This design comes from an exercise in tuning for small area and a short achievable clock period on the open sky130 flow, not from production work. Where RTL was checked, it was by simulation tests only, not by an equivalence proof against the original. Power and IR drop assume default switching activity.

Setup of the baseline:
Design pipelined_divider, start of the top module:
module pipelined_divider (input             clock,
                          input             reset,
                          input             input_valid,
                          input       [5:0] input_tag,
                          input      [23:0] divisor,
                          input      [31:0] dividend,
                          output reg        output_valid,
                          output reg  [5:0] output_tag,
                          output reg [31:0] quotient,
                          output reg [31:0] remainder);
export LEC_CHECK = 0
export ABC_AREA = 1
export ABC_CLOCK_PERIOD_IN_PS = 3000
export CAP_MARGIN = 20
export CORE_MARGIN = 2
export CORE_UTILIZATION = 40
export CTS_CLUSTER_DIAMETER = 80
export CTS_CLUSTER_SIZE = 30
export SETUP_SLACK_MARGIN = 4.25
export SLEW_MARGIN = 20
create_clock -name core_clock -period 7.0 [get_ports {clock}]
standard.sh (not shown) runs the stock make flow with config.mk's settings and CLKGATE_MAP_FILE= SYNTH_SCRIPT=/design/flow/synth_recipe.tcl, a recipe that flattens the netlist after the stock synthesis.
==> flow/flow/run.sh <==
#!/bin/bash
set -euo pipefail
here=$(cd "$(dirname "$0")" && pwd)
source "$here/vars.sh"
bash standard.sh > flow.log 2>&1
==> flow/flow/vars.sh <==
# ORFS variables for this flow (see run.sh)
# No full-adder cell mapping in synthesis: ABC maps the adders itself.
export ADDER_MAP_FILE=
# Port buffers: a plain buffer rather than the default pick (a delay cell).
export BUFFER_PORTS_ARGS="-buffer_cell sky130_fd_sc_hd__buf_2"
Changes in the candidate relative to the baseline:
--- a/flow/design.v
+++ b/flow/design.v
@@ -356,59 +356,62 @@
     end
     wire [25:0] x30 = {r13, a13[3], a13[2]};
     wire [26:0] s30_1 = {1'd0, x30} - {3'd0, d13};
     wire [26:0] s30_2 = {1'd0, x30} - {2'd0, d13, 1'b0};
     wire [26:0] s30_3 = {1'd0, x30} - {1'd0, d3_13};
     wire c30_1 = ~s30_1[26], c30_2 = ~s30_2[26], c30_3 = ~s30_3[26];
     wire [23:0] r30_c = c30_2 ? (c30_3 ? s30_3[23:0] : s30_2[23:0]) : (c30_1 ? s30_1[23:0] : x30[23:0]);
     reg        v14, n14, z14;
     reg  [5:0] t14;
     reg [23:0] d14;
-    reg [25:0] d3_14;
     reg [1:0] a14;
     reg [31:2] q14;
     reg [23:0] r14;
     always @(posedge clock) begin
         v14 <= reset ? 1'b0 : v13;
         t14 <= t13;
         n14 <= n13;
         z14 <= z13;
         d14 <= d13;
-        d3_14 <= d3_13;
         a14 <= a13[1:0];
         q14 <= {q13, c30_2, (c30_2 ? c30_3 : c30_1)};
         r14 <= r30_c;
     end
-    wire [25:0] x32 = {r14, a14[1], a14[0]};
-    wire [26:0] s32_1 = {1'd0, x32} - {3'd0, d14};
-    wire [26:0] s32_2 = {1'd0, x32} - {2'd0, d14, 1'b0};
-    wire [26:0] s32_3 = {1'd0, x32} - {1'd0, d3_14};
-    wire c32_1 = ~s32_1[26], c32_2 = ~s32_2[26], c32_3 = ~s32_3[26];
-    wire [23:0] r32_c = c32_2 ? (c32_3 ? s32_3[23:0] : s32_2[23:0]) : (c32_1 ? s32_1[23:0] : x32[23:0]);
-    wire [31:0] qf = {q14, c32_2, (c32_2 ? c32_3 : c32_1)};
-    wire [23:0] rf = r32_c;
+    wire [24:0] p31 = {r14, a14[1]};
+    wire [25:0] s31 = {1'b0, p31} - {2'b0, d14};
+    wire g31 = ~s31[25];
+    wire [23:0] r31_c = g31 ? s31[23:0] : p31[23:0];
     reg        v15, n15, z15;
     reg  [5:0] t15;
-    reg [31:0] q15;
+    reg [23:0] d15;
+    reg [0:0] a15;
+    reg [31:1] q15;
     reg [23:0] r15;
-    reg [23:0] dm15;   
     always @(posedge clock) begin
-        dm15 <= d14 - 24'd1;
         v15 <= reset ? 1'b0 : v14;
         t15 <= t14;
         n15 <= n14;
         z15 <= z14;
-        q15 <= qf;
-        r15 <= rf;
+        d15 <= d14;
+        a15 <= a14[0:0];
+        q15 <= {q14, g31};
+        r15 <= r31_c;
     end
-    wire        ex = (r15 == dm15);
-    wire [31:0] qn = -q15;
-    wire [31:0] qs = n15 ? (ex ? ~q15 : qn) : q15;
-    wire [31:0] rs = n15 ? (ex ? 32'd0 : ~{8'd0, r15}) : {8'd0, r15};
-    wire [31:0] qa = q15 ^ {32{n15}};   
+    wire [24:0] xf = {r15, a15[0]};
+    wire [25:0] sf = {1'b0, xf} - {2'd0, d15};
+    wire        gf = ~sf[25];
+    wire [23:0] rf = gf ? sf[23:0] : xf[23:0];
+    wire [31:0] qf = {q15, gf};
+    wire [25:0] xi = {1'b0, xf} + 26'd1;
+    wire        ex = gf ? (xi == {1'b0, d15, 1'b0}) : (xi == {2'd0, d15});
+    wire [30:0] qhn = -q15;
+    wire [31:0] qn = gf ? {~q15, 1'b1} : {qhn, 1'b0};   
+    wire [31:0] qs = n15 ? (ex ? ~qf : qn) : qf;
+    wire [31:0] rs = n15 ? (ex ? 32'd0 : ~{8'd0, rf}) : {8'd0, rf};
+    wire [31:0] qa = qf ^ {32{n15}};   
     always @(posedge clock) begin
         output_valid <= reset ? 1'b0 : v15;
         output_tag <= t15;
         quotient <= z15 ? {{31{~n15}}, 1'b1} : qs;
         remainder <= z15 ? qa : rs;
     end
 endmodule
## What came out
- Compared with the baseline, in the candidate actual slew at the worst max-slew pin went up by 82 ps, area share of buffers outside the clock network went up by 3.4 points, non-clock inverter instance count of the final layout went up by 15, routed wire length went down by about 19%, mean area per synthesized cell went up by about 4.5%.
- Critical path launch point: remainder[11] -> the baseline, d15[5] -> the candidate
No functional check of the RTL was part of the candidate.

pipelined_divider, a different RTL version from the one above (not shown whole).
Size: ~1600 flip-flops, ~82000 um^2 of cells after synthesis.
clock: 7.0 ns
lec_check: 0
abc_area: 1
abc_clock_period_in_ps: 3000
cap_margin: 20
core_margin: 2
core_utilization: 40
cts_cluster_diameter: 80
cts_cluster_size: 30
setup_slack_margin: 4.25
slew_margin: 20
Scripts as last shown in full above: flow/flow/run.sh, flow/flow/vars.sh
The first run completed with no timing, DRC or antenna violations.
==> next run, changes <==
--- a/flow/design.v
+++ b/flow/design.v
@@ -6,63 +6,55 @@
                           input      [23:0] divisor,
                           input      [31:0] dividend,
                           output reg        output_valid,
                           output reg  [5:0] output_tag,
                           output reg [31:0] quotient,
                           output reg [31:0] remainder);
-    reg        v0;
-    reg  [5:0] t0;
-    reg [31:0] a0;
-    reg [23:0] d0;
-    reg        z0;
-    reg        n0;
     wire       in_z = (divisor == 24'd0);
-    always @(posedge clock) begin
-        v0 <= reset ? 1'b0 : input_valid;
-        t0 <= input_tag;
-        a0 <= dividend ^ {32{dividend[31]}};   
-        d0 <= {divisor[23:1], divisor[0] | in_z};
-        z0 <= in_z;
-        n0 <= dividend[31];
-    end
+    wire       v0 = input_valid;
+    wire [5:0] t0 = input_tag;
+    wire [31:0] a0 = dividend ^ {32{dividend[31]}};   
+    wire [23:0] d0 = {divisor[23:1], divisor[0] | in_z};
+    wire       z0 = in_z;
+    wire       n0 = dividend[31];
     wire [31:0] x0 = a0;
     wire [1:0] x2 = {x0[31], x0[30]};
     wire [1:0] dl2 = d0[1:0];
     wire hz2 = (d0[23:2] == 22'd0);
     wire [3:0] dl2_3 = {2'd0, dl2} + {1'd0, dl2, 1'b0};
     wire [4:0] s2_1 = {3'd0, x2} - {3'd0, dl2};
     wire [4:0] s2_2 = {3'd0, x2} - {2'd0, dl2, 1'b0};
     wire [4:0] s2_3 = {3'd0, x2} - {1'd0, dl2_3};
     wire c2_1 = hz2 & ~s2_1[4], c2_2 = hz2 & ~s2_2[4], c2_3 = hz2 & ~s2_3[4];
     wire [1:0] r2_c = c2_2 ? (c2_3 ? s2_3[1:0] : s2_2[1:0]) : (c2_1 ? s2_1[1:0] : x2[1:0]);
-    wire [3:0] x4 = {r2_c, x0[29], x0[28]};
-    wire [3:0] dl4 = d0[3:0];
-    wire hz4 = (d0[23:4] == 20'd0);
-    wire [5:0] dl4_3 = {2'd0, dl4} + {1'd0, dl4, 1'b0};
-    wire [6:0] s4_1 = {3'd0, x4} - {3'd0, dl4};
-    wire [6:0] s4_2 = {3'd0, x4} - {2'd0, dl4, 1'b0};
-    wire [6:0] s4_3 = {3'd0, x4} - {1'd0, dl4_3};
-    wire c4_1 = hz4 & ~s4_1[6], c4_2 = hz4 & ~s4_2[6], c4_3 = hz4 & ~s4_3[6];
-    wire [3:0] r4_c = c4_2 ? (c4_3 ? s4_3[3:0] : s4_2[3:0]) : (c4_1 ? s4_1[3:0] : x4[3:0]);
     reg        v1, n1, z1;
     reg  [5:0] t1;
     reg [23:0] d1;
-    reg [27:0] a1;
-    reg [31:28] q1;
-    reg [3:0] r1;
+    reg [29:0] a1;
+    reg [31:30] q1;
+    reg [1:0] r1;
     always @(posedge clock) begin
         v1 <= reset ? 1'b0 : v0;
         t1 <= t0;
         n1 <= n0;
         z1 <= z0;
         d1 <= d0;
-        a1 <= x0[27:0];
-        q1 <= {c2_2, (c2_2 ? c2_3 : c2_1), c4_2, (c4_2 ? c4_3 : c4_1)};
-        r1 <= r4_c;
+        a1 <= x0[29:0];
+        q1 <= {c2_2, (c2_2 ? c2_3 : c2_1)};
+        r1 <= r2_c;
     end
-    wire [5:0] x6 = {r1, a1[27], a1[26]};
+    wire [3:0] x4 = {r1, a1[29], a1[28]};
+    wire [3:0] dl4 = d1[3:0];
+    wire hz4 = (d1[23:4] == 20'd0);
+    wire [5:0] dl4_3 = {2'd0, dl4} + {1'd0, dl4, 1'b0};
+    wire [6:0] s4_1 = {3'd0, x4} - {3'd0, dl4};
+    wire [6:0] s4_2 = {3'd0, x4} - {2'd0, dl4, 1'b0};
+    wire [6:0] s4_3 = {3'd0, x4} - {1'd0, dl4_3};
+    wire c4_1 = hz4 & ~s4_1[6], c4_2 = hz4 & ~s4_2[6], c4_3 = hz4 & ~s4_3[6];
+    wire [3:0] r4_c = c4_2 ? (c4_3 ? s4_3[3:0] : s4_2[3:0]) : (c4_1 ? s4_1[3:0] : x4[3:0]);
+    wire [5:0] x6 = {r4_c, a1[27], a1[26]};
     wire [5:0] dl6 = d1[5:0];
     wire hz6 = (d1[23:6] == 18'd0);
     wire [7:0] dl6_3 = {2'd0, dl6} + {1'd0, dl6, 1'b0};
     wire [8:0] s6_1 = {3'd0, x6} - {3'd0, dl6};
     wire [8:0] s6_2 = {3'd0, x6} - {2'd0, dl6, 1'b0};
     wire [8:0] s6_3 = {3'd0, x6} - {1'd0, dl6_3};
@@ -78,13 +70,13 @@
         v2 <= reset ? 1'b0 : v1;
         t2 <= t1;
         n2 <= n1;
         z2 <= z1;
         d2 <= d1;
         a2 <= a1[25:0];
-        q2 <= {q1, c6_2, (c6_2 ? c6_3 : c6_1)};
+        q2 <= {q1, c4_2, (c4_2 ? c4_3 : c4_1), c6_2, (c6_2 ? c6_3 : c6_1)};
         r2 <= r6_c;
     end
     wire [7:0] x8 = {r2, a2[25], a2[24]};
     wire [7:0] dl8 = d2[7:0];
     wire hz8 = (d2[23:8] == 16'd0);
     wire [9:0] dl8_3 = {2'd0, dl8} + {1'd0, dl8, 1'b0};
Outcome: Via count decreases by 8.5%. Maximum frequency decreases by 10%. Power shrinks by 3.8%. Count of clock-buffer cells in the layout came out lower by 8. Setup slack is worse by 320 ps. Wire length drops by 17%. Hold slack gets better by 9.9 ps. Global-route usage shrinks by 3.5 points. Sequential power went down by about 7%.
Function not checked in the second run of this note: the RTL went through the layout flow alone.

pipelined_divider, a different RTL version from the one above (not shown whole).
For scale: about 12,000 cells after synthesis, roughly 1,500 flip-flops, roughly 76,000 µm² of cells after synthesis.
==> flow/config.mk <==
export PLATFORM = sky130hd
export DESIGN_NAME = pipelined_divider
export DESIGN_NICKNAME = pipelined_divider
export VERILOG_FILES = /design/flow/design.v
export SDC_FILE = /design/flow/constraint.sdc
export NUM_CORES = 4
export LEC_CHECK = 0
export ABC_AREA = 1
export ABC_CLOCK_PERIOD_IN_PS = 3000
export CAP_MARGIN = 20
export CORE_MARGIN = 2
export CORE_UTILIZATION = 40
export CTS_CLUSTER_DIAMETER = 80
export CTS_CLUSTER_SIZE = 30
export SETUP_SLACK_MARGIN = 4.25
export SLEW_MARGIN = 20
==> flow/constraint.sdc <==
create_clock -name core_clock -period 7.0 [get_ports {clock}]
set_input_delay 1.4000 -clock core_clock [delete_from_list [all_inputs] [get_ports {clock}]]
set_output_delay 1.4000 -clock core_clock [all_outputs]
set_load 0.01 [all_outputs]
Scripts as last shown in full above: flow/flow/run.sh, flow/flow/vars.sh
Then changed:
--- a/flow/design.v
+++ b/flow/design.v
@@ -349,61 +349,58 @@
     wire [25:0] x30 = {r13, a13[3], a13[2]};
     wire [26:0] s30_1 = {1'd0, x30} - {3'd0, d13};
     wire [26:0] s30_2 = {1'd0, x30} - {2'd0, d13, 1'b0};
     wire [26:0] s30_3 = {1'd0, x30} - {1'd0, d3_13};
     wire c30_1 = ~s30_1[26], c30_2 = ~s30_2[26], c30_3 = ~s30_3[26];
     wire [23:0] r30_c = c30_2 ? (c30_3 ? s30_3[23:0] : s30_2[23:0]) : (c30_1 ? s30_1[23:0] : x30[23:0]);
     reg        v14, n14, z14;
     reg  [5:0] t14;
     reg [23:0] d14;
+    reg [25:0] d3_14;
     reg [1:0] a14;
     reg [31:2] q14;
     reg [23:0] r14;
     always @(posedge clock) begin
         v14 <= reset ? 1'b0 : v13;
         t14 <= t13;
         n14 <= n13;
         z14 <= z13;
         d14 <= d13;
+        d3_14 <= d3_13;
         a14 <= a13[1:0];
         q14 <= {q13, c30_2, (c30_2 ? c30_3 : c30_1)};
         r14 <= r30_c;
     end
-    wire [24:0] p31 = {r14, a14[1]};
-    wire [25:0] s31 = {1'b0, p31} - {2'b0, d14};
-    wire g31 = ~s31[25];
-    wire [23:0] r31_c = g31 ? s31[23:0] : p31[23:0];
+    wire [25:0] x32 = {r14, a14[1], a14[0]};
+    wire [26:0] s32_1 = {1'd0, x32} - {3'd0, d14};
+    wire [26:0] s32_2 = {1'd0, x32} - {2'd0, d14, 1'b0};
+    wire [26:0] s32_3 = {1'd0, x32} - {1'd0, d3_14};
+    wire c32_1 = ~s32_1[26], c32_2 = ~s32_2[26], c32_3 = ~s32_3[26];
+    wire [23:0] r32_c = c32_2 ? (c32_3 ? s32_3[23:0] : s32_2[23:0]) : (c32_1 ? s32_1[23:0] : x32[23:0]);
+    wire [31:0] qf = {q14, c32_2, (c32_2 ? c32_3 : c32_1)};
+    wire [23:0] rf = r32_c;
     reg        v15, n15, z15;
     reg  [5:0] t15;
-    reg [23:0] d15;
-    reg [0:0] a15;
-    reg [31:1] q15;
+    reg [31:0] q15;
     reg [23:0] r15;
+    reg [23:0] dm15;   
     always @(posedge clock) begin
+        dm15 <= d14 - 24'd1;
         v15 <= reset ? 1'b0 : v14;
         t15 <= t14;
         n15 <= n14;
         z15 <= z14;
-        d15 <= d14;
-        a15 <= a14[0:0];
-        q15 <= {q14, g31};
-        r15 <= r31_c;
+        q15 <= qf;
+        r15 <= rf;
     end
-    wire [24:0] xf = {r15, a15[0]};
-    wire [25:0] sf = {1'b0, xf} - {2'd0, d15};
-    wire        gf = ~sf[25];
-    wire [23:0] rf = gf ? sf[23:0] : xf[23:0];
-    wire [31:0] qf = {q15, gf};
-    wire [25:0] xi = {1'b0, xf} + 26'd1;
-    wire        ex = gf ? (xi == {1'b0, d15, 1'b0}) : (xi == {2'd0, d15});
-    wire [30:0] qhn = -q15;
-    wire [31:0] qn = gf ? {~q15, 1'b1} : {qhn, 1'b0};   
-    wire [31:0] qs = n15 ? (ex ? ~qf : qn) : qf;
-    wire [31:0] rs = n15 ? (ex ? 32'd0 : ~{8'd0, rf}) : {8'd0, rf};
-    wire [31:0] qa = qf ^ {32{n15}};   
+    wire        ex = (r15 == dm15);
+    wire [31:0] qn = -q15;
+    wire [31:0] qs = n15 ? (ex ? ~q15 : qn) : q15;
+    wire [31:0] rs = n15 ? (ex ? 32'd0 : ~{8'd0, r15}) : {8'd0, r15};
+    wire [31:0] qa = q15 ^ {32{n15}};   
     always @(posedge clock) begin
         output_valid <= reset ? 1'b0 : v15;
         output_tag <= t15;
         quotient <= z15 ? {{31{~n15}}, 1'b1} : qs;
         remainder <= z15 ? qa : rs;
     end
 endmodule
- final cell count decreases by 2.2%
- sequential share of layout area increases by 1.6 points
- clock power increases by about 3%
- power decreases by 6.3%
- critical path depth decreases by 1
- wire length decreases by 4.1%
- final area decreases by 3.5%
- area after synthesis increases by 1.3%
- worst setup slack gets better by 310 ps
- global-route usage decreases by 1.7 points
- sequential power stays flat
- worst hold slack gets worse by 6.5 ps
Only the layout flow was run in the first run of this note; the RTL was not checked for function there.

-- afterwards: timing with drivers on the ports --
In the flow no input, the clock included, has a driving cell. The finished layouts below were timed again as built, in two steps. Step 1 sets driving cells, clkbuf_16 on the clock port and buf_2 on the other inputs (assumed; they add their load-dependent delay and slew). Step 2 adds t to the input delays and takes it off the output delays; t is the mean of the earliest and latest rising clock arrival at the registers after step 1. Input paths then give back, and output paths get back, about the clock's delay inside the block. Three values: ideal, step 1, step 2; two values: the first two.
run	shift t [ns]	slack for setup (ns)	worst slew at a driven data input, ns
the baseline	0.891	4.162 / 4.072 / 4.300	0.07
the candidate	0.844	3.851 / 3.851 / 3.851	0.07
the first run of note 2	0.873	4.243 / 4.182 / 3.894	0.10
the second run of note 2	0.838	3.922 / 3.922 / 3.922	0.07
the first run of note 3	0.857	3.823 / 3.823 / 3.823	0.06
the second run of note 3	0.854	4.133 / 4.133 / 3.633	0.12
After both steps setup and hold are still met in every run listed. The setup slack of the second run of note 3, which loses most, moves by 0.000 ns with the drivers and by -0.500 ns with both steps.
